Background: an optimization exercise with open tools, aiming at small area, a short achievable clock period and few clock cycles per item. Do not read the settings as production practice.
In this exercise RTL edits were held to simulation tests only and were not proved equivalent to the original.

rev 12:
==> flow/design.v (excerpt) <==
module div_sqrt_top_mvp
  ( 
   input logic                            Clk_CI,
   input logic                            Rst_RBI,
   input logic                            Div_start_SI,
   input logic                            Sqrt_start_SI,
   input logic [C_OP_FP64-1:0]            Operand_a_DI,
   input logic [C_OP_FP64-1:0]            Operand_b_DI,
   input logic [C_RM-1:0]                 RM_SI,     
   input logic [C_FS-1:0]                 Format_sel_SI,   
   input logic                            Kill_SI,
   output logic [C_OP_FP64-1:0]           Result_DO,
   output logic [4:0]                     Fflags_SO,
   output logic                           Ready_SO,
   output logic                           Done_SO
 );
  localparam logic [3:0] S_IDLE = 4'd0,
                         S_PREP = 4'd1,
                         S_NORM = 4'd2,
                         S_ITER = 4'd3,
                         S_DENS = 4'd4,
  ...
For scale: about 4100 cells after synthesis, ~210 I/O pins, ~26000 um2 of cells after synthesis.
clock: 15.0 ns
lec_check: 0
abc_area: 1
cap_margin: 30
core_margin: 2
core_utilization: 40
slew_margin: 40
standard.sh (not shown) runs the stock make flow with config.mk's settings and CLKGATE_MAP_FILE= SYNTH_SCRIPT=/design/flow/synth_recipe.tcl, a recipe that flattens the netlist after the stock synthesis.
==> flow/flow/run.sh <==
#!/bin/bash
# The standard layout (the standard.sh, unchanged synthesis), with ORFS's
# timing repair asked for 10.7 ns of setup slack on the 15 ns clock, so that it
# keeps improving paths the 15 ns clock alone would leave as they are.
set -euo pipefail
export SETUP_SLACK_MARGIN=10.7
bash standard.sh > standard.log 2>&1
Rev 12: PASS, flow complete, no timing, DRC or antenna violations
Testbench counts of rev 12, summed over its fixed seeds: cycles 997,238, ops 32,000.
--- input diff rev 12..rev 13 ---
--- a/flow/design.v
+++ b/flow/design.v
@@ -265,25 +265,13 @@
                 | ({64{F16_SP}}  & {48'hffff_ffff_ffff, Sign_z_DP, Enorm_D[4:0], Mnorm_D[51:42]})
                 | ({64{FALT_SP}} & {48'hffff_ffff_ffff, Sign_z_DP, Enorm_D[7:0], Mnorm_D[51:45]});
   assign Expf_D = ({64{F32_SP}}  & 64'h0000_0000_7f80_0000)
                 | ({64{F64_SP}}  & 64'h7ff0_0000_0000_0000)
                 | ({64{F16_SP}}  & 64'h0000_0000_0000_7c00)
                 | ({64{FALT_SP}} & 64'h0000_0000_0000_7f80);
-  logic [63:0] Allones_D;    
-  always_comb begin
-    logic [63:0] g;
-    g = Pack_D;
-    for (int d = 1; d < 64; d = d * 2)              
-      for (int i = 2 * d - 1; i < 64; i += 2 * d)
-        g[i] = g[i] & g[i - d];
-    for (int d = 16; d >= 1; d = d / 2)             
-      for (int i = 3 * d - 1; i < 64; i += 2 * d)
-        g[i] = g[i] & g[i - d];
-    Allones_D = g;
-  end
-  assign Res_D = (Pack_D ^ ({Allones_D[62:0], 1'b1} & {64{RoundUp_en_S}})) & ~(Den_SP ? Expf_D : 64'd0);
+  assign Res_D = (Pack_D + {63'd0, RoundUp_en_S}) & ~(Den_SP ? Expf_D : 64'd0);
   logic Div_norm_S;    
   assign Div_norm_S = Rem_DP[52] & Div_DP[53];
   always_comb begin
     State_SN  = State_SP;
     Rem_DN    = Rem_DP;
     Div_DN    = Div_DP;
### Flow results
- Changes observed in rev 13 relative to rev 12: routed wire length increased by 5.5% relative to the old numbers; wire length per cell after detailed routing increased by 4.3% relative to the old numbers; first-pass GRT wire length rose by 5.4%.
- Going from rev 12 to rev 13, first-iteration DRC count shows a reduction of about 3.5%.
Testbench counts of rev 13, summed over its fixed seeds: cycles 997,238, ops 32,000.


== run F ==
div_sqrt_top_mvp, a different RTL version from the one above (not shown whole).
Size in the first run: about 250 flip-flops, roughly 210 I/O pins, about 0.027 mm^2 of cells after synthesis.
## div_sqrt_top_mvp
module div_sqrt_top_mvp
  ( 
   input logic                            Clk_CI,
   input logic                            Rst_RBI,
   input logic                            Div_start_SI,
   input logic                            Sqrt_start_SI,
   input logic [C_OP_FP64-1:0]            Operand_a_DI,
   input logic [C_OP_FP64-1:0]            Operand_b_DI,
   input logic [C_RM-1:0]                 RM_SI,     
   input logic [C_FS-1:0]                 Format_sel_SI,   
   input logic                            Kill_SI,
   output logic [C_OP_FP64-1:0]           Result_DO,
   output logic [4:0]                     Fflags_SO,
   output logic                           Ready_SO,
   output logic                           Done_SO
 );
  localparam logic [3:0] S_IDLE = 4'd0,
                         S_PREP = 4'd1,
                         S_NORM = 4'd2,
                         S_ITER = 4'd3,
                         S_DENS = 4'd4,
                         S_N1   = 4'd5;
  localparam int RW = 60;    
  logic [3:0]    State_SP, State_SN;
  logic          Ready_SP, Done_SP;
  logic [RW-1:0] Rem_DP, Rem_DN;       
  logic [53:0]   Div_DP, Div_DN;       
  logic [56:0]   Quo_DP, Quo_DN;       
  logic [11:0]   Exp_a_DP, Exp_a_DN;
  logic [11:0]   Exp_b_DP, Exp_b_DN;
  logic [12:0]   Exp_z_DP, Exp_z_DN;   
  logic [5:0]    Cnt_SP, Cnt_SN;
  logic          Div_SP;               
  logic          DivA_SP, DivB_SP;     
  logic [1:0]    Fmt_SP;
  logic          F32_SP, F64_SP, F16_SP, FALT_SP;    
  logic          OfA_SP, OfA_SN, OfB_SP, OfB_SN;     
  logic [2:0]    RM_SP;
  logic          Sign_z_DP, Sign_z_DN;
  logic          Spc_SP, Spc_SN;       
  logic          Den_SP, Den_SN;       
  logic          Neg_SP, Neg_SN;       
  logic          Shf_SP, Shf_SN;       
  logic          Fst_SP, Fst_SN;       
  logic          Stk_SP, Stk_SN;       
  logic [4:0]    Flags_DP, Flags_DN;
  logic          Start_S, Ld_S;
  assign Start_S = (Div_start_SI | Sqrt_start_SI) & Ready_SP;
  assign Ld_S    = (State_SP == S_IDLE) | (State_SP == S_N1);    
  logic [51:0]   Frac_a_D, Frac_b_D;
  logic [10:0]   Ex_a_D, Ex_b_D;
  logic          Sg_a_D, Sg_b_D;
  always_comb begin
    case (Format_sel_SI)
      2'b00: begin
  ...
Settings: LEC_CHECK=0, ABC_AREA=1, CAP_MARGIN=50, CORE_MARGIN=2, CORE_UTILIZATION=45, SLEW_MARGIN=80; clock period 15.0 ns.
run.sh (not shown) runs the stock make flow with config.mk's settings and CLKGATE_MAP_FILE= SYNTH_SCRIPT=/design/flow/synth_recipe.tcl, a recipe that flattens the netlist after the stock synthesis.
Stock flow here: none of the scripts above is used.
In summary, run F completed successfully, with a layout that passed the timing, design-rule and antenna checks.
Testbench counts of run F, summed over its fixed seeds: cycles 997,238, ops 32,000.
> inputs changed (run F -> run C)
diff --git a/flow/design.v b/flow/design.v
--- a/flow/design.v
+++ b/flow/design.v
@@ -271,18 +271,18 @@
   assign Res_D = (Pack_D + {63'd0, RoundUp_en_S}) & ~(Den_SP ? Expf_D : 64'd0);
   logic Div_norm_S;    
   assign Div_norm_S = Rem_DP[52] & Div_DP[53];
   always_comb begin
     State_SN  = State_SP;
     Rem_DN    = Rem_DP;
     Div_DN    = Div_DP;
-    Quo_DN    = Quo_DP;
+    Quo_DN    = (Quo_DP << 1) | ((Qbit_S & ~(Shf_SP & (Cnt_SP == 6'd1))) ? Lsb_S[56:0] : '0);
     Exp_a_DN  = Exp_a_DP;
     Exp_b_DN  = Exp_b_DP;
-    Exp_z_DN  = Exp_z_DP;
+    Exp_z_DN  = Exp_calc_D;
     Cnt_SN    = Cnt_SP;
     Sign_z_DN = Sign_z_DP;
     Spc_SN    = Spc_SP;
     Den_SN    = Den_SP;
     Neg_SN    = Neg_SP;
     Shf_SN    = Shf_SP;
     Fst_SN    = Fst_SP;
@@ -331,18 +331,16 @@
             Rem_DN[52:0] = {Rem_DP[51:0], 1'b0};
             if (State_SP == S_NORM) Exp_a_DN = Exp_a_DP - 12'd1;
             State_SN = S_NORM;
           end
         end
       end
       S_ITER: begin
-        Exp_z_DN = Exp_calc_D;
         Rem_DN   = Sum_D;
         Fst_SN   = 1'b0;
-        Quo_DN   = (Quo_DP << 1) | ((Qbit_S & ~(Shf_SP & (Cnt_SP == 6'd1))) ? Lsb_S[56:0] : '0);
         Div_DN   = Div_SP ? Div_DP : {Div_DP[51:0], 2'b00};
         if (~(Fst_SP & Shf_SP)) Cnt_SN = Cnt_SP - 6'd1;
         OfA_SN   = ~Exp_lt1_S & (Ovf_S | (Shf_SP & Ones_S));
         OfB_SN   = ~Exp_lt1_S & ~(Ovf_S | (Shf_SP & Ones_S)) & Ones_S;
         if (Cnt_SP == 6'd1) begin
           if (Exp_lt1_S) begin
             Stk_SN   = 1'b0;
Findings:
Relative to run F, proportion of cell area occupied by registers has gone down in run C. Looking at worst setup path endpoint, the Result_DO[32] result is from run F; the Result_DO[33] one comes from run C. Against run F as the reference, run C delivers a higher count of multi-input combinational gates. Diff run F -> run C: horizontal die dimension dropped 1.1%; fraction of the mapped netlist area in compound gates climbed 0.26 points; height of the chip dropped 1.1%; least setup slack across all paths after layout climbed 0.25 ns. Going from run F to run C, share of the clock period used by the worst path shrinks by 1.7 points. Against run F, total length of routed wires in run C came out better. Die area down 2.2% in run C wrt run F.
Testbench counts of run C, summed over its fixed seeds: cycles 997,238, ops 32,000.

==> port drivers added, routing unchanged <==
How much do the figures lean on ideal ports? The routed layouts below were timed once more, with nothing changed but the port constraints.
Step 1, drivers: a clkbuf_16 drives Clk_CI and a buf_2 each remaining input, both assumed.
Step 2 moves the port delays by t, midway between the first and last clock arrival at a register: inputs arrive t later, outputs are due t later. That takes back most of the time a late clock gives input paths.
a / b / c = ideal / step 1 / step 2; a / b = the first two.
| run | t (ns) | slack for setup (ns) | worst setup path at the end | clock arrival spread, ns |
|---|---|---|---|---|
| rev 12 | 0.647 | 10.717 / 10.651 / 10.193 | input to register | 0.038 / 0.037 |
| rev 13 | 0.625 | 10.710 / 10.647 / 10.165 | input to register | 0.035 / 0.035 |
| run F | 0.646 | 10.052 / 9.983 / 9.979 | input to register | 0.026 / 0.026 |
| run C | 0.641 | 10.307 / 10.240 / 10.128 | input to register | 0.020 / 0.021 |
After both steps setup and hold are still met in every run listed. The setup slack of rev 13, which loses most, moves by -0.063 ns with the drivers and by -0.545 ns with both steps.
